Source: an optimization exercise on an open RTL-to-GDS flow (aim: small area, a short achievable clock period and few clock cycles per item). Production flows keep margins and buffers that such runs may drop. RTL that was checked went through simulation tests only; none was proved equivalent to the original.

==> job 683: inputs <==
Design NTTN, start of the top module:
module NTTN (input             clk, reset,
             input             load_w,
             input             load_data,
             input             start,
             input             start_intt,
             input      [13:0] din,
             output reg        done,
             output reg [13:0] dout);
clock: 7.5 ns
lec_check: 0
abc_clock_period_in_ps: 3500
cap_margin: 20
core_margin: 2
core_utilization: 40
setup_slack_margin: 3.5
slew_margin: 20
run.sh (not shown) runs the stock make flow with config.mk's settings and CLKGATE_MAP_FILE= SYNTH_SCRIPT=/design/flow/synth_recipe.tcl, a recipe that flattens the netlist after the stock synthesis.
==> job 7272: changes against job 683 <==
SETUP_SLACK_MARGIN = unset   (was 3.5)
==> comparison <==
- Against job 7272, the first-iteration DRC count of job 683 is higher by 25%.
- Of job 7272 and job 683, job 683 has the higher clock-buffer cell count (gap 8).
- Between job 7272 and job 683, the lower global-route usage is in job 7272 (gap 1.7 points).
- Setup slack: job 683 is better than job 7272 (0.74 ns).
- Critical path depth is the same in job 683 and job 7272.
- Die area is the same in job 7272 and job 683.
==> figures <==
                                                 job 683       job 7272
Result of the run               timing/DRC/antenna clean  timing/DRC/antenna clean
Sequential share of cell area                      33.9%          38.4%
CP Max Fanout                                          5             13
Global-route track usage on met3                   4.50%          3.81%
Multi-input logic area                      0.0397 sq mm   0.0347 sq mm
R2R setup slack                                  1.26 ns        0.52 ns
DRT met1 WL                                83500 microns  79400 microns
Utilization after layout                           50.9%          44.7%
Vias in the first global route                     45900          43200
Max Fclk                                         160 MHz        143 MHz
Number of placed instances, taps included           7781           7817
No run of this note included a check of the RTL's function; only the layout flow was run.

---

==> job 9237: inputs <==
Another version of the RTL of NTTN (not shown whole).
make LEC_CHECK=0 CAP_MARGIN=20 CORE_MARGIN=2 CORE_UTILIZATION=60 SETUP_SLACK_MARGIN=3.2 SLEW_MARGIN=20 finish   # period 7.5 ns
==> job 4459 (differences from job 9237) <==
--- a/flow/design.v
+++ b/flow/design.v
@@ -56,18 +56,21 @@
 wire ma_52 = ~q[12] ^ ma_23 ^ ma_24;
 wire ma_53 = (~q[12] & ma_23) | (~q[12] & ma_24) | (ma_23 & ma_24);
 wire ma_54 = ~q[13] ^ ma_25 ^ ma_26;
 wire ma_55 = (~q[13] & ma_25) | (~q[13] & ma_26) | (ma_25 & ma_26);
 wire ma_56 = 1'b1 ^ ma_27;
 wire ma_57 = 1'b1 & ma_27;
-wire [14:0] s = a + b;
-wire [15:0] t = {1'b1, ma_55, ma_53, ma_51, ma_49, ma_47, ma_45, ma_43, ma_41, ma_39, ma_37, ma_35, ma_33, ma_31, ma_29, ma_0} + {ma_57, ma_56, ma_54, ma_52, ma_50, ma_48, ma_46, ma_44, ma_42, ma_40, ma_38, ma_36, ma_34, ma_32, ma_30, ma_28};
+wire [14:0] maa_s = {1'b0, a[13], a[12], a[11], a[10], a[9], a[8], a[7], a[6], a[5], a[4], a[3], a[2], a[1], a[0]} + {1'b0, b[13], b[12], b[11], b[10], b[9], b[8], b[7], b[6], b[5], b[4], b[3], b[2], b[1], b[0]};
+wire [16:0] mab_s = {1'b0, 1'b1, ma_55, ma_53, ma_51, ma_49, ma_47, ma_45, ma_43, ma_41, ma_39, ma_37, ma_35, ma_33, ma_31, ma_29, ma_0} + {1'b0, ma_57, ma_56, ma_54, ma_52, ma_50, ma_48, ma_46, ma_44, ma_42, ma_40, ma_38, ma_36, ma_34, ma_32, ma_30, ma_28};
+wire [14:0] s = {maa_s[14], maa_s[13], maa_s[12], maa_s[11], maa_s[10], maa_s[9], maa_s[8], maa_s[7], maa_s[6], maa_s[5], maa_s[4], maa_s[3], maa_s[2], maa_s[1], maa_s[0]};
+wire [15:0] t = {mab_s[15], mab_s[14], mab_s[13], mab_s[12], mab_s[11], mab_s[10], mab_s[9], mab_s[8], mab_s[7], mab_s[6], mab_s[5], mab_s[4], mab_s[3], mab_s[2], mab_s[1], mab_s[0]};
 assign y = t[15] ? s[13:0] : t[13:0];
 endmodule
 module MSUB (input [13:0] a, b, q, output [13:0] y);
-wire [14:0] d = {1'b0, a} - {1'b0, b};
+wire [15:0] msa_s = {1'b0, 1'b0, a[13], a[12], a[11], a[10], a[9], a[8], a[7], a[6], a[5], a[4], a[3], a[2], a[1], a[0]} + {1'b0, 1'b1, ~b[13], ~b[12], ~b[11], ~b[10], ~b[9], ~b[8], ~b[7], ~b[6], ~b[5], ~b[4], ~b[3], ~b[2], ~b[1], ~b[0]} + 1'b1;
+wire [14:0] d = {msa_s[14], msa_s[13], msa_s[12], msa_s[11], msa_s[10], msa_s[9], msa_s[8], msa_s[7], msa_s[6], msa_s[5], msa_s[4], msa_s[3], msa_s[2], msa_s[1], msa_s[0]};
 wire ms_0 = a[0] ^ ~b[0];
 wire ms_1 = a[0] & ~b[0];
 wire ms_2 = a[1] ^ ~b[1];
 wire ms_3 = a[1] & ~b[1];
 wire ms_4 = a[2] ^ ~b[2];
 wire ms_5 = a[2] & ~b[2];
@@ -120,16 +123,17 @@
 wire ms_52 = q[12] ^ ms_23 ^ ms_24;
 wire ms_53 = (q[12] & ms_23) | (q[12] & ms_24) | (ms_23 & ms_24);
 wire ms_54 = q[13] ^ ms_25 ^ ms_26;
 wire ms_55 = (q[13] & ms_25) | (q[13] & ms_26) | (ms_25 & ms_26);
 wire ms_56 = 1'b1 ^ ms_27;
 wire ms_57 = 1'b1 & ms_27;
-wire [14:0] e = {ms_55, ms_53, ms_51, ms_49, ms_47, ms_45, ms_43, ms_41, ms_39, ms_37, ms_35, ms_33, ms_31, ms_29, ms_0} + {ms_56, ms_54, ms_52, ms_50, ms_48, ms_46, ms_44, ms_42, ms_40, ms_38, ms_36, ms_34, ms_32, ms_30, ms_28};
+wire [15:0] msb_s = {1'b0, ms_55, ms_53, ms_51, ms_49, ms_47, ms_45, ms_43, ms_41, ms_39, ms_37, ms_35, ms_33, ms_31, ms_29, ms_0} + {1'b0, ms_56, ms_54, ms_52, ms_50, ms_48, ms_46, ms_44, ms_42, ms_40, ms_38, ms_36, ms_34, ms_32, ms_30, ms_28};
+wire [14:0] e = {msb_s[14], msb_s[13], msb_s[12], msb_s[11], msb_s[10], msb_s[9], msb_s[8], msb_s[7], msb_s[6], msb_s[5], msb_s[4], msb_s[3], msb_s[2], msb_s[1], msb_s[0]};
 assign y = d[14] ? e[13:0] : d[13:0];
 endmodule
-module DIV32 (input [13:0] x, input [13:0] q, output [13:0] y);
+module DIV32 (input [13:0] x, input [13:0] q, output [13:0] ya, yb);
 wire [4:0] m = -x[4:0];
 wire dv_0 = x[9] ^ (m[0] & q[9]);
 wire dv_1 = x[9] & (m[0] & q[9]);
 wire dv_2 = x[10] ^ (m[0] & q[10]) ^ (m[1] & q[9]);
 wire dv_3 = (x[10] & (m[0] & q[10])) | (x[10] & (m[1] & q[9])) | ((m[0] & q[10]) & (m[1] & q[9]));
 wire dv_4 = (m[2] & q[8]) ^ (m[3] & q[7]);
@@ -181,13 +185,14 @@
 wire dv_50 = dv_18 ^ dv_31 ^ dv_32;
 wire dv_51 = (dv_18 & dv_31) | (dv_18 & dv_32) | (dv_31 & dv_32);
 wire dv_52 = dv_19 ^ dv_33 ^ dv_34;
 wire dv_53 = (dv_19 & dv_33) | (dv_19 & dv_34) | (dv_33 & dv_34);
 wire dv_54 = (m[3] & q[13]) ^ (m[4] & q[12]) ^ dv_35;
 wire dv_55 = ((m[3] & q[13]) & (m[4] & q[12])) | ((m[3] & q[13]) & dv_35) | ((m[4] & q[12]) & dv_35);
-assign y = {1'b0, (m[4] & q[13]), dv_53, dv_51, dv_49, dv_47, dv_45, dv_43, dv_41, dv_39, dv_37, (m[1] & q[6]), x[6], x[5]} + {1'b0, dv_55, dv_54, dv_52, dv_50, dv_48, dv_46, dv_44, dv_42, dv_40, dv_38, dv_36, (m[0] & q[6]), (|x[4:0])};
+assign ya = {1'b0, (m[4] & q[13]), dv_53, dv_51, dv_49, dv_47, dv_45, dv_43, dv_41, dv_39, dv_37, (m[1] & q[6]), x[6], x[5]};
+assign yb = {1'b0, dv_55, dv_54, dv_52, dv_50, dv_48, dv_46, dv_44, dv_42, dv_40, dv_38, dv_36, (m[0] & q[6]), (|x[4:0])};
 endmodule
 module ModMult (input clk,
                 input  [13:0] A, B,
                 input  [13:0] q,
                 output [13:0] C);
 wire [7:0] qH = q[13:6];
@@ -939,14 +944,16 @@
 wire fq_58 = ~q[13] ^ fq_25 ^ fq_26;
 wire fq_59 = (~q[13] & fq_25) | (~q[13] & fq_26) | (fq_25 & fq_26);
 wire fq_60 = 1'b1 ^ fq_27 ^ fq_28;
 wire fq_61 = (1'b1 & fq_27) | (1'b1 & fq_28) | (fq_27 & fq_28);
 wire fq_62 = 1'b1 ^ fq_29 ^ fq_30;
 wire fq_63 = (1'b1 & fq_29) | (1'b1 & fq_30) | (fq_29 & fq_30);
-wire [15:0] r3  = p3a + p3b;
-wire [15:0] r3q = {fq_61, fq_59, fq_57, fq_55, fq_53, fq_51, fq_49, fq_47, fq_45, fq_43, fq_41, fq_39, fq_37, fq_35, fq_33, fq_0} + {fq_62, fq_60, fq_58, fq_56, fq_54, fq_52, fq_50, fq_48, fq_46, fq_44, fq_42, fq_40, fq_38, fq_36, fq_34, fq_32};
+wire [16:0] fa_s = {1'b0, p3a[15], p3a[14], p3a[13], p3a[12], p3a[11], p3a[10], p3a[9], p3a[8], p3a[7], p3a[6], p3a[5], p3a[4], p3a[3], p3a[2], p3a[1], p3a[0]} + {1'b0, p3b[15], p3b[14], p3b[13], p3b[12], p3b[11], p3b[10], p3b[9], p3b[8], p3b[7], p3b[6], p3b[5], p3b[4], p3b[3], p3b[2], p3b[1], p3b[0]};
+wire [16:0] fb_s = {1'b0, fq_61, fq_59, fq_57, fq_55, fq_53, fq_51, fq_49, fq_47, fq_45, fq_43, fq_41, fq_39, fq_37, fq_35, fq_33, fq_0} + {1'b0, fq_62, fq_60, fq_58, fq_56, fq_54, fq_52, fq_50, fq_48, fq_46, fq_44, fq_42, fq_40, fq_38, fq_36, fq_34, fq_32};
+wire [15:0] r3  = {fa_s[15], fa_s[14], fa_s[13], fa_s[12], fa_s[11], fa_s[10], fa_s[9], fa_s[8], fa_s[7], fa_s[6], fa_s[5], fa_s[4], fa_s[3], fa_s[2], fa_s[1], fa_s[0]};
+wire [15:0] r3q = {fb_s[15], fb_s[14], fb_s[13], fb_s[12], fb_s[11], fb_s[10], fb_s[9], fb_s[8], fb_s[7], fb_s[6], fb_s[5], fb_s[4], fb_s[3], fb_s[2], fb_s[1], fb_s[0]};
 reg [13:0] Cr;
 always @(posedge clk) Cr <= r3q[15] ? r3[13:0] : r3q[13:0];
 assign C = Cr;
 endmodule
 module NTT_ROM(input [6:0] cnt, output reg v, output reg pa, output reg [3:0] ra0,
                output reg [3:0] ra1, output reg [3:0] tw, output reg [1:0] sa,
@@ -1173,19 +1180,19 @@
     oswp   <= (oc_n[1:0] == 2'd3);
     osw4   <= intt_n && (oc_n[4:2] != 3'd0);
     osub   <= oc2_n[0] ^ (intt_n && !((oc2_n[4:2] == 3'd0) && !oc2_n[1]));
 end
 wire [13:0] o0 = B0[oa0];
 wire [13:0] o1 = B1[oa1];
-reg  [13:0] Ey0, Ey2, OPA, OPB, ZH, FH, R1, R2;
-wire [13:0] ysum, ydif, oadd, osb, odiv;
+reg  [13:0] Ey0, Ey2, OPA, OPB, ZH, FH, R1, R2, R2a, R2b;
+wire [13:0] ysum, ydif, oadd, osb, dva, dvb;
 MADD oma1(.a(Ey0), .b(Ey2), .q(q), .y(ysum));
 MSUB oms1(.a(Ey0), .b(Ey2), .q(q), .y(ydif));
 MADD oma2(.a(OPA), .b(OPB), .q(q), .y(oadd));
 MSUB oms2(.a(OPA), .b(OPB), .q(q), .y(osb));
-DIV32 odv(.x(R1), .q(q), .y(odiv));
+DIV32 odv(.x(R1), .q(q), .ya(dva), .yb(dvb));
 always @(posedge clk) begin
     Ey0 <= opar ? o1 : o0;
     Ey2 <= opar ? o0 : o1;
     if (oldf) begin
         OPB <= opar ? o0 : o1;
         FH  <= opar ? o1 : o0;
@@ -1193,14 +1200,16 @@
         ZH  <= osw4 ? ysum : ydif;
     end else if (oswp) begin
         OPA <= ZH;
         OPB <= FH;
     end
     R1   <= osub ? osb : oadd;
-    R2   <= intt ? odiv : R1;
-    dout <= R2;
+    R2   <= R1;
+    R2a  <= dva;
+    R2b  <= dvb;
+    dout <= intt ? R2a + R2b : R2;
 end
 always @(posedge clk or posedge reset) begin
     if (reset) done <= 1'b0;
     else       done <= act && (cnt == T0 - 2);
 end
 endmodule
Settings changed: CORE_UTILIZATION 60 to 55, SETUP_SLACK_MARGIN 3.2 to 4.3.
==> comparison table <==
metric                                                                   job 4459        job 9237
Critical path buffer and inverter count                                         6               3
Worst-case hold slack                                                      311 ps          319 ps
Wire length of the first global-routing pass                            270000 um       265000 um
Routed wire length                                                      180000 um       175000 um
Area fraction of the dominant cell type after synthesis                     22.8%           23.1%
DP Cell Count                                                                6993            6762
Post-Layout Cell Count                                                       7496            7047
Flop2flop setup slack                                                     3700 ps         3330 ps
Worst Path Required                                                       8030 ps         8120 ps
Layout clock buffers                                                          205             186
Xor-xnor portion of the synthesized cell area                               2.70%           2.91%
Initial drt markers                                                          3382            3510
Outcome                                                  timing/DRC/antenna clean  timing/DRC/antenna clean
Final min period                                                          3800 ps         4170 ps
Vias after detailed routing                                                 43473           42033
Setup slack after layout                                                  3700 ps         3330 ps
Share of the final layout cell area in multi-input gates                    44.6%           44.8%
Worst R2R Start                                                    q[9]$_DFFE_PP_  q[6]$_DFFE_PP_
Number of antenna violations at the first check in global routing               9              15
WP data arrival                                                           4330 ps         4790 ps
Multiplexer area fraction after synthesis                                   13.1%           13.3%
Largest net degree at the start of global routing                              64              63
Testbench counts of job 4459, summed over its fixed seeds: cycles 6,208, transforms 64.
Only the layout flow was run in job 9237; the RTL was not checked for function there.

## what the ideal ports hide
The results above use ideal ports. As a check the final layouts listed here were re-extracted and re-timed, cells and wires unchanged. Step 1 assumes that a clkbuf_16 drives the clock port and a buf_2 every other input. Step 2 adds t to the input delays and takes it off the output delays; t is the mean of the earliest and latest rising clock arrival at the registers after step 1. Input paths then give back, and output paths get back, about the clock's delay inside the block. Three values: no drivers, after step 1, after step 2; two values: the first two.
run	t (ns)	setup WS [ns]	worst setup path at the end	latest minus earliest clock arrival (ns)	worst slew at a driven data input, ns
job 683	0.830	1.260 / 1.260 / 1.260	register to register	0.073 / 0.073	0.08
job 7272	0.825	0.516 / 0.516 / 0.516	register to register	0.055 / 0.055	0.04
job 9237	0.812	3.334 / 3.334 / 3.334	register to register	0.040 / 0.040	0.06
job 4459	0.851	3.702 / 3.702 / 3.702	register to register	0.031 / 0.031	0.04
After both steps setup and hold are still met in every run listed.
